Background: an optimization exercise with open tools, aiming at small area, a short achievable clock period and few clock cycles per item. Do not read the settings as production practice. No run shown here included a check of the RTL's function; only the layout flow was run. Power is estimated from default activity; no workload was simulated.

## flow/design.v (module list and top-level ports; edited modules follow where they fit)
// module mul_pp_tree: 1320 lines
// module mac_tree: 187 lines
// module matrix_multiplier_v2: 125 lines
module matrix_multiplier_v2
# (
    parameter ADDR_WIDTH = 17,
    parameter DATA_WIDTH = 32
)
(
    input clk,
    input rst,
    input start,
    input [DATA_WIDTH - 1 : 0] x_data,
    input [DATA_WIDTH - 1 : 0] y_data,
    input [ADDR_WIDTH - 1 : 0] x_rows,
    input [ADDR_WIDTH - 1 : 0] y_cols,
    input [ADDR_WIDTH - 1 : 0] x_cols_y_rows,
    output reg [ADDR_WIDTH - 1 : 0] x_addr,
    output reg [ADDR_WIDTH - 1 : 0] y_addr,
    output reg [ADDR_WIDTH - 1 : 0] z_addr,
    output reg [DATA_WIDTH - 1 : 0] z_data,
    output reg z_wen,
    output reg busy
);
  // ...
==> flow/run.sh <==
#!/bin/bash
# synth_recipe.tcl (not shown) runs the flow's synth.tcl, then flattens the netlist and writes it again
# the make line also repeats each setting of config.mk as NAME=value (left out here)
make -C /OpenROAD-flow-scripts/flow DESIGN_CONFIG=/design/flow/config.mk WORK_HOME=/design/flow/orfs CLKGATE_MAP_FILE= SYNTH_SCRIPT=/design/flow/synth_recipe.tcl finish
==> flow/config.mk <==
export PLATFORM = sky130hd
export DESIGN_NAME = matrix_multiplier_v2
export DESIGN_NICKNAME = matrix_multiplier_v2
export VERILOG_FILES = /design/flow/design.v
export SDC_FILE = /design/flow/constraint.sdc
export NUM_CORES = 4
export LEC_CHECK = 0
export CAP_MARGIN = 20
export CORE_MARGIN = 2
export CORE_UTILIZATION = 40
export SETUP_SLACK_MARGIN = 5
export SLEW_MARGIN = 20
==> flow/constraint.sdc <==
create_clock -name core_clock -period 8.5 [get_ports {clk}]
set_input_delay 1.7000 -clock core_clock [delete_from_list [all_inputs] [get_ports {clk}]]
set_output_delay 1.7000 -clock core_clock [all_outputs]
set_load 0.01 [all_outputs]
==> results.txt, run 1 <==
- The arrival time at the worst endpoint is 4.46 ns.
- For the pin with the worst max-slew slack, the measured transition is 0.906 ns.
- The clock insertion delay at the later pin of the skew report is 0.58 ns.
- After detailed routing, the total wire length is 81.4 mm.
- The first global-routing pass estimated 127 mm of wire.
- The via count of the first global-routing pass is 22.1k.
- The gate family responsible for the most delay along the worst path is adder cells.
- The buffering overhead is 0.0898.
- The layout contains a multi-input combinational cell count of 1,991.
- The number of ports placed on the die boundary is 203.
- The total of clock buffers placed in the layout is 63.
- The post-CTS setup-driven buffer insertion count is 44.
- Summing all multi-input logic gate instances after layout gives 19,900 um2.
- The compound-cell area share of the yosys netlist is 0.0481.
- The final cell count without fillers is 4,224.
- The critical path ends at z_data[18]$_DFF_P_.
- The number of hold-repair buffers added at the cts stage is 0.
- Setup violations remaining at the end of the flow were counted as 0.
- The worst reg-to-reg setup slack is 4.55 ns.
- The group that draws the most power in this run is combinational cells.
- The number of diodes is 3.
- The startpoint identified for the worst register-to-register timing path is mid_r[38]$_DFF_P_.
- Synthesis inferred 351 register bits.
- The worst hold path passes through 0 cells.
- The flow ran to the end and the layout has no timing, DRC or antenna violations.
- In this run the power density over the cells is 290 nW/um2.
- In this run the cell area measured after placement is 31,700 um2.
- The final HPWL from detailed placement is 56.0 mm.
- The most heavily used metal layer in global routing is met2.
- sky130_fd_sc_hd__inv_1 is the most common cell in the netlist.
- On the worst path, the slowest cell contributes a delay of 0.53 ns.
- After detailed routing, the number of remaining DRC violations is 0.
- The sequential-to-total area share from yosys stat is 0.246.
- The worst setup path startpoint is mid_r[38]$_DFF_P_.
- For this configuration, the core starts out at a cell density of 0.402.
- The worst path meets setup with 4.55 ns of slack.
- Of all flip-flops after synthesis, the portion carrying an async set or reset was 0.
- Multi-input logic gates represent a cell area share of 0.569.
- The share of synthesized cell area in full adder, half adder and majority cells is 0.342.
- With fillers left out, the area of the finished cells amounts to 34,900 um2.
- Of the total standard cell area in the layout, the sequential portion is 0.203.
- The area of the core region is 71,100 um2.
==> module matrix_multiplier_v2, before the edit <==
module matrix_multiplier_v2
# (
    parameter ADDR_WIDTH = 17,
    parameter DATA_WIDTH = 32
)
(
    input clk,
    input rst,
    input start,
    input [DATA_WIDTH - 1 : 0] x_data,
    input [DATA_WIDTH - 1 : 0] y_data,
    input [ADDR_WIDTH - 1 : 0] x_rows,
    input [ADDR_WIDTH - 1 : 0] y_cols,
    input [ADDR_WIDTH - 1 : 0] x_cols_y_rows,
    output reg [ADDR_WIDTH - 1 : 0] x_addr,
    output reg [ADDR_WIDTH - 1 : 0] y_addr,
    output reg [ADDR_WIDTH - 1 : 0] z_addr,
    output reg [DATA_WIDTH - 1 : 0] z_data,
    output reg z_wen,
    output reg busy
);
localparam AW = ADDR_WIDTH;
localparam DW = DATA_WIDTH;
localparam MW = 122;
reg          act;        
reg          kz;         
reg          fst;        
reg [AW-1:0] kcnt;       
reg [AW-1:0] col;        
reg [AW-1:0] row;        
reg [AW-1:0] rowbase;    
wire [AW-1:0] col_inc = col + 1'b1;
wire [AW-1:0] row_inc = row + 1'b1;
wire [AW-1:0] x_inc   = x_addr + 1'b1;
wire last_k = kz | (kcnt == 1);
wire last_c = (col_inc == y_cols);
wire last_r = (row_inc == x_rows);
always @(posedge clk) begin
    if (rst)
        act <= 1'b0;
    else if (start)
        act <= (x_rows != 0) && (y_cols != 0);
    else if (last_k && last_c && last_r)
        act <= 1'b0;
end
always @(posedge clk) begin
    if (start) begin
        kz      <= (x_cols_y_rows == 0);
        kcnt    <= x_cols_y_rows;
        col     <= {AW{1'b0}};
        row     <= {AW{1'b0}};
        rowbase <= {AW{1'b0}};
        x_addr  <= {AW{1'b0}};
        y_addr  <= {AW{1'b0}};
        fst     <= 1'b1;
    end else begin
        fst <= last_k;
        if (!last_k) begin
            kcnt   <= kcnt - 1'b1;
            x_addr <= x_inc;
            y_addr <= y_addr + y_cols;
        end else begin
            kcnt <= x_cols_y_rows;
            if (!last_c) begin
                col    <= col_inc;
                y_addr <= col_inc;
                x_addr <= rowbase;
            end else begin
                col     <= {AW{1'b0}};
                y_addr  <= {AW{1'b0}};
                row     <= row_inc;
                rowbase <= x_inc;
                x_addr  <= x_inc;
            end
        end
    end
end
reg v1, f1, l1;
reg v2, f2, l2;
reg [DW-1:0] a_r, b_r;
reg v3, f3, l3;
reg [MW-1:0] mid_r;
wire [MW-1:0] mid;
wire [DW-1:0] sum;
mul_pp_tree mul_pp_tree
(
    .A(a_r),
    .B(b_r),
    .MID(mid)
);
mac_tree mac_tree
(
    .MID(mid_r),
    .ACC(f3 ? {DW{1'b0}} : z_data),
    .SUM(sum)
);
always @(posedge clk) begin
    if (rst) begin
        v1 <= 1'b0; v2 <= 1'b0; v3 <= 1'b0;
        z_wen <= 1'b0;
        busy  <= 1'b0;
    end else begin
        v1 <= act;
        v2 <= v1;
        v3 <= v2;
        z_wen <= v3 & l3;
        busy  <= (start & (x_rows != 0) & (y_cols != 0)) | act | v1 | v2 | v3;
    end
end
always @(posedge clk) begin
    f1 <= fst;    l1 <= last_k;
    f2 <= f1;     l2 <= l1;
    f3 <= f2;     l3 <= l2;
    a_r <= kz ? {DW{1'b0}} : x_data;
    b_r <= y_data;
    mid_r <= mid;
    z_data <= sum;
end
always @(posedge clk) begin
    if (start)
        z_addr <= {AW{1'b0}};
    else if (z_wen)
        z_addr <= z_addr + 1'b1;
end
endmodule
==> run 2: changes to the inputs <==
--- a/flow/design.v
+++ b/flow/design.v
@@ -1532,3 +1532,2 @@
 localparam DW = DATA_WIDTH;
-localparam MW = 122;
 reg          act;        
@@ -1537,25 +1536,21 @@
 reg [AW-1:0] kcnt;       
+reg [AW-1:0] kload;      
+reg [AW-1:0] cm1;        
+reg [AW-1:0] rcnt;       
 reg [AW-1:0] col;        
-reg [AW-1:0] row;        
 reg [AW-1:0] rowbase;    
-wire [AW-1:0] col_inc = col + 1'b1;
-wire [AW-1:0] row_inc = row + 1'b1;
-wire [AW-1:0] x_inc   = x_addr + 1'b1;
-wire last_k = kz | (kcnt == 1);
-wire last_c = (col_inc == y_cols);
-wire last_r = (row_inc == x_rows);
+wire last_k = (kcnt == 0);
+wire last_c = (col == cm1);
+wire last_r = (rcnt == 0);
 always @(posedge clk) begin
-    if (rst)
-        act <= 1'b0;
-    else if (start)
-        act <= (x_rows != 0) && (y_cols != 0);
-    else if (last_k && last_c && last_r)
+    if (rst) begin
         act <= 1'b0;
-end
-always @(posedge clk) begin
-    if (start) begin
+    end else if (start && !act) begin
+        act     <= (x_rows != 0) && (y_cols != 0);
         kz      <= (x_cols_y_rows == 0);
-        kcnt    <= x_cols_y_rows;
+        kload   <= (x_cols_y_rows == 0) ? {AW{1'b0}} : x_cols_y_rows - 1'b1;
+        kcnt    <= (x_cols_y_rows == 0) ? {AW{1'b0}} : x_cols_y_rows - 1'b1;
+        cm1     <= y_cols - 1'b1;
+        rcnt    <= x_rows - 1'b1;
         col     <= {AW{1'b0}};
-        row     <= {AW{1'b0}};
         rowbase <= {AW{1'b0}};
@@ -1564,3 +1559,3 @@
         fst     <= 1'b1;
-    end else begin
+    end else if (act) begin
         fst <= last_k;
@@ -1568,9 +1563,9 @@
             kcnt   <= kcnt - 1'b1;
-            x_addr <= x_inc;
+            x_addr <= x_addr + 1'b1;
             y_addr <= y_addr + y_cols;
         end else begin
-            kcnt <= x_cols_y_rows;
+            kcnt <= kload;
             if (!last_c) begin
-                col    <= col_inc;
-                y_addr <= col_inc;
+                col    <= col + 1'b1;
+                y_addr <= col + 1'b1;
                 x_addr <= rowbase;
@@ -1579,5 +1574,7 @@
                 y_addr  <= {AW{1'b0}};
-                row     <= row_inc;
-                rowbase <= x_inc;
-                x_addr  <= x_inc;
+                rowbase <= rowbase + x_cols_y_rows;
+                x_addr  <= rowbase + x_cols_y_rows;
+                rcnt    <= rcnt - 1'b1;
+                if (last_r)
+                    act <= 1'b0;
             end
@@ -1590,2 +1587,3 @@
 reg v3, f3, l3;
+localparam MW = 122;
 reg [MW-1:0] mid_r;
@@ -1628,3 +1626,3 @@
 always @(posedge clk) begin
-    if (start)
+    if (start && !busy)
         z_addr <= {AW{1'b0}};
--- a/flow/config.mk
+++ b/flow/config.mk
@@ -10,3 +10,2 @@
 export CORE_UTILIZATION = 40
-export SETUP_SLACK_MARGIN = 5
 export SLEW_MARGIN = 20
==> results.txt, run 2 <==
- Status: finished clean (unchanged).
- The slew at the pin closest to its max-slew limit is 1.09 ns (was 0.906 ns).
- The simple-gate share of the synthesized area is 0.179 (was 0.191).
- The clock skew after layout was 0.0291 ns (was 0.0219 ns).
- The routed wire length was 83.5 mm (was 81.4 mm).
- Post-synth top cells: sky130_fd_sc_hd__inv_1, sky130_fd_sc_hd__fa_1, sky130_fd_sc_hd__and2_1 (unchanged).
- The destination of the worst register-to-register timing path is rcnt[13]$_DFFE_PP_ (was z_data[18]$_DFF_P_).
- The remaining global-route overflow came to 0 (unchanged).
- The total nets after synthesis came to 3,812 (was 3,657).
- The worst-case headroom to the max-slew limit was 0.273 (was 0.396).
- The type of the worst min-delay path was reg2reg (unchanged).
- The count of flip-flops with a built-in enable after synthesis is 138 (was 1).
- The power per standard cell area came to 317 nW/um2 (was 290 nW/um2).
- The clock insertion delay at the later pin of the skew report is 0.61 ns (was 0.58 ns).
- The pin count of the biggest net entering global routing was 73 (was 83).
- The most common cell in the netlist is sky130_fd_sc_hd__inv_1 (unchanged).
- The number of library cell types mapped by synthesis came to 60 (was 70).
- The number of failing setup endpoints in the final timing report came to 0 (unchanged).
- The post-route worst setup slack is 3.60 ns (was 4.55 ns).
- The flip-flop count of the largest register after layout is 122 (unchanged).
- The starting density of the core was 0.403 (was 0.402).
- The number of warning messages in the yosys log is 1 (unchanged).
- The peak supply drop is 519 uV (was 286 uV).
- The post-layout minimum cycle time came to 4.90 ns (was 3.95 ns).
- The critical path startpoint category is a register (unchanged).
- The master cell of the clock root buffer is sky130_fd_sc_hd__clkbuf_16 (unchanged).
- The final HPWL from detailed placement is 59.9 mm (was 56.0 mm).
- The sequential-to-total area share from yosys stat was 0.293 (was 0.246).
- The area of the core region was 77,100 um2 (was 71,100 um2).
- The number of cells traversed by the worst hold path is 0 (unchanged).
- The top achievable clock speed is 204 MHz (was 253 MHz).
- The layout-stage area growth over the synthesis result is 15.7% (was 22.1%).
- The amount of wire on met3 after detailed routing is 5.55 mm (was 5.14 mm).
- Setup repair after global routing missed its margin: no (was yes).
- The largest area contributor in the netlist is sky130_fd_sc_hd__fa_1 (unchanged).
- The worst hold-check slack is 0.326 ns (was 0.325 ns).
- The top register by number of flip-flops is mid_r (unchanged).
- The largest fanout on the critical path is 35 (was 3).
- The vertical die dimension is 283 um (was 271 um).
- The TritonCTS sink count came to 385 (was 351).
- The fraction of final layout cells sized beyond drive strength 1 is 0.0412 (was 0.130).
- The floorplan die area came to 79,900 um2 (was 73,700 um2).
- The post-synthesis xor/xnor area fraction was 0.0657 (was 0.0684).
- The total DRC errors in the routed layout is 0 (unchanged).
- The post-synthesis sequential element count is 385 (was 351).
- The per-instance average area after synthesis was 9.84 um2 (was 9.48 um2).
- The number of cells produced by synthesis is 3,156 (was 3,019).
- The number of endpoints with negative hold slack in the final report was 0 (unchanged).
- The average wire per cell in the routed design is 19.0 um (was 19.3 um).
- The worst reg-to-reg setup slack is 3.60 ns (was 4.55 ns).
- The number of ports placed on the die boundary came to 203 (unchanged).
- The total of buffers placed on input and output ports came to 202 (unchanged).
- The highest-delay cell along the critical path is sky130_fd_sc_hd__nor2_1 (was sky130_fd_sc_hd__fa_1).
- The end of the worst hold path is l3$_DFF_P_ (was f2$_DFF_P_).
- The global-route usage over all layers was 0.214 (was 0.224).
- The most common flop cell mapped by yosys is sky130_fd_sc_hd__dfxtp_1 (unchanged).
- The first-pass GRT wire length is 129 mm (was 127 mm).
- The cell count of the worst reg-to-reg path came to 8 (was 16).
- The clock tree from TritonCTS is yes (unchanged).
- The setup slack at placement is 2.97 ns (was 3.96 ns).
- The setup TNS came to 0 ns (unchanged).
- The main combinational cell family by area after synthesis is adder cells (unchanged).
- The number of buffers created by CTS came to 47 (was 43).
- The global placer's final weighted congestion is 0.862 (was 0.838).
- The top routing layer in use is met5 (unchanged).
- The initial antenna violation count is 6 (was 14).
- The worst reg2reg path startpoint is kcnt[8]$_DFFE_PP_ (was mid_r[38]$_DFF_P_).
- The wire length the detailed router placed on met1 was 36.3 mm (was 34.1 mm).
- The most common library cell in the layout ignoring fill and taps is sky130_fd_sc_hd__inv_1 (unchanged).
- The number of violations of the max-capacitance limit is 0 (unchanged).
- The via count of the first global-routing pass is 22.5k (was 22.1k).
- The max-slew violation count came to 0 (unchanged).
- The routed via count is 21.6k (was 20.8k).
- The arrival time at the worst endpoint is 5.12 ns (was 4.46 ns).
- The count of buffer and inverter cells on the critical path is 1 (was 4).
- The share of synthesized cell area in full adder, half adder and majority cells is 0.323 (was 0.342).
- The compound-cell area share of the yosys netlist is 0.0472 (was 0.0481).
- The overall die width is 283 um (was 271 um).
- The gate family responsible for the most delay along the worst path is simple AND/OR/NAND/NOR gates (was adder cells).
- The number of hold-repair buffers added at the cts stage came to 0 (unchanged).
- The area of the mapped netlist is 31,000 um2 (was 28,600 um2).
- The initial detailed-routing violation count is 1,496 (was 946).
- The leakage power total is 0.0156 uW (was 0.0154 uW).
- The number of filler instances in the final layout was 7,395 (was 6,634).
- The site row count is 102 (was 98).
- The number of diodes came to 0 (was 3).
- The start point of the worst hold path is l2$_DFF_P_ (was f1$_DFF_P_).
- The layout net count is 3,970 (was 3,877).
- The detailed route wirelength on metal2 is 39.2 mm (was 39.7 mm).
- The buffer depth of the longest clock path is 3 (unchanged).
- The final critical-path share of the clock period came to 0.576 (was 0.465).
- The level count of the clock H-tree is 2 (unchanged).
- The delay contributed by the slowest stage of the critical path came to 0.84 ns (was 0.53 ns).
- The sequential cell area is 9090 um2 (was 7110 um2).
- The required time reported for the critical path endpoint is 8.72 ns (was 9.01 ns).
- The start-to-end type of the worst setup path is reg2reg (unchanged).
- The combined area of the multi-input logic cells came to 19,400 um2 (was 19,900 um2).
- The number of vias per cell after detailed routing is 4.92 (about the same).
- Synth area leaders: sky130_fd_sc_hd__fa_1, sky130_fd_sc_hd__dfxtp_1, sky130_fd_sc_hd__edfxtp_1 (was sky130_fd_sc_hd__fa_1, sky130_fd_sc_hd__dfxtp_1, sky130_fd_sc_hd__and2_1).
- The count of antenna-violating nets left after detailed routing was 0 (unchanged).
- The area share of the largest cell type after synthesis is 0.282 (was 0.306).
- The detailed-routing iteration count for the pre-antenna-repair pass is 5 (unchanged).
- The share of async-settable or async-resettable flops after synthesis was 0 (unchanged).
- The type of destination of the critical path is a register (unchanged).
- Cell-by-cell listing of the critical path: or4_4, or4_4, or4_1, nor2_1, nor2_1, nor3_2, buf_4, and2_1 (was inv_2, fa_1, inv_1, fa_1, inv_1, fa_1, inv_2, ha_4, a21o_1, a211o_4, o32ai_4, nor2_4, a31o_4, a31o_4, a21oi_4, xnor2_1).
- The post-CTS setup-driven buffer insertion count is 0 (was 44).
- The total of cells resized after clock tree synthesis came to 0 (was 197).
- The clock transition time at the flip-flop clock pins of the worst setup and hold paths is 0.06 ns (about the same).
- Commonest non-fill, non-tap cells in the layout: sky130_fd_sc_hd__inv_1, sky130_fd_sc_hd__fa_1, sky130_fd_sc_hd__and2_1, sky130_fd_sc_hd__dfxtp_1, sky130_fd_sc_hd__nand2_1 (unchanged).
- The multiplexer fraction of the synthesized cell area is 0.0103 (was 0.0139).
-- run 2: worst max-delay path by stage --
stage                             startpoint                 end  slack (ns)  cells after the start
after floorplan                        start   rcnt[0]$_DFFE_PP_        2.36                      6
final                      kcnt[8]$_DFFE_PP_  rcnt[13]$_DFFE_PP_        3.60                      8
after global placement                 start   rcnt[9]$_DFFE_PP_        3.01                      5
after global routing                   start  rcnt[16]$_DFFE_PP_        3.17                     10
after detailed placement               start   rcnt[9]$_DFFE_PP_        2.97                      5
after CTS                 kcnt[10]$_DFFE_PP_  rcnt[13]$_DFFE_PP_        3.51                      8
-- run 2: cell type report --
type	count	area share
inverters	551	0.0576
multi-input cells	2093	0.541
flip-flops and latches	385	0.253
clock buffers	68	0.0400
well taps	1040	0.0362
clock inverters	19	0.00788
repair buffers	236	0.0640
-- run 2: per-layer routing --
metal  global-route usage  vias up
met4               0.0597       10
met1                0.288    10770
met5                    0        -
met2                0.354      671
met3               0.0386      149
li1                     -    10005
-- run 2: power by group --
| part | switching [uW] | internal, uW | leakage (uW) |
|---|---|---|---|
| combinational | 3800 | 2860 | 0.0114 |
| sequential | 202 | 2350 | 0.00336 |
| clock | 860 | 1310 | 0.000843 |
-- run 2: logic make-up after synthesis --
kind of cell,count (synthesis)
AND/OR/NAND/NOR,1054
buffers and inverters,678
adder cells (fa/ha/maj),538
flip-flops,385
AO/OA/AOI/OAI,236
XOR/XNOR,233
multiplexers,32
-- run 2: through the flow --
| stage | util | cell area (um2) | total power (uW) | cells |
|---|---|---|---|---|
| finish | 0.466 | 35900 | 11400 | 4392 |
| global placement | 0.443 | 34200 | 9170 | 4304 |
| global route | 0.466 | 35900 | 12400 | 4392 |
| CTS | 0.465 | 35900 | 11500 | 4391 |
| detailed placement | 0.443 | 34200 | 9250 | 4304 |
| floorplan | - | 31000 | 7300 | 3156 |

afterwards: timing with drivers on the ports:
In the flow no input, the clock included, has a driving cell. The finished layouts below were timed again as built, in two steps. Step 1, drivers: a clkbuf_16 drives clk and a buf_2 each remaining input, both assumed. Step 2, shift: input delay + t, output delay - t, t = (earliest + latest rising clock arrival at the registers) / 2. This alone moves slack from input paths to output paths. a / b / c = ideal ports / drivers / drivers and shift; a / b = the first two.
| run | t (ns) | slack for setup (ns) | latest minus earliest clock arrival (ns) | slew at the worst register clock pin (ns) |
|---|---|---|---|---|
| run 1 | 0.632 | 4.548 / 4.548 / 4.418 | 0.022 / 0.022 | 0.07 / 0.07 |
| run 2 | 0.665 | 3.604 / 3.604 / 3.027 | 0.033 / 0.033 | 0.06 / 0.06 |
After both steps setup and hold are still met in every run listed. The setup slack of run 2, which loses most, moves by 0.000 ns with the drivers and by -0.577 ns with both steps.
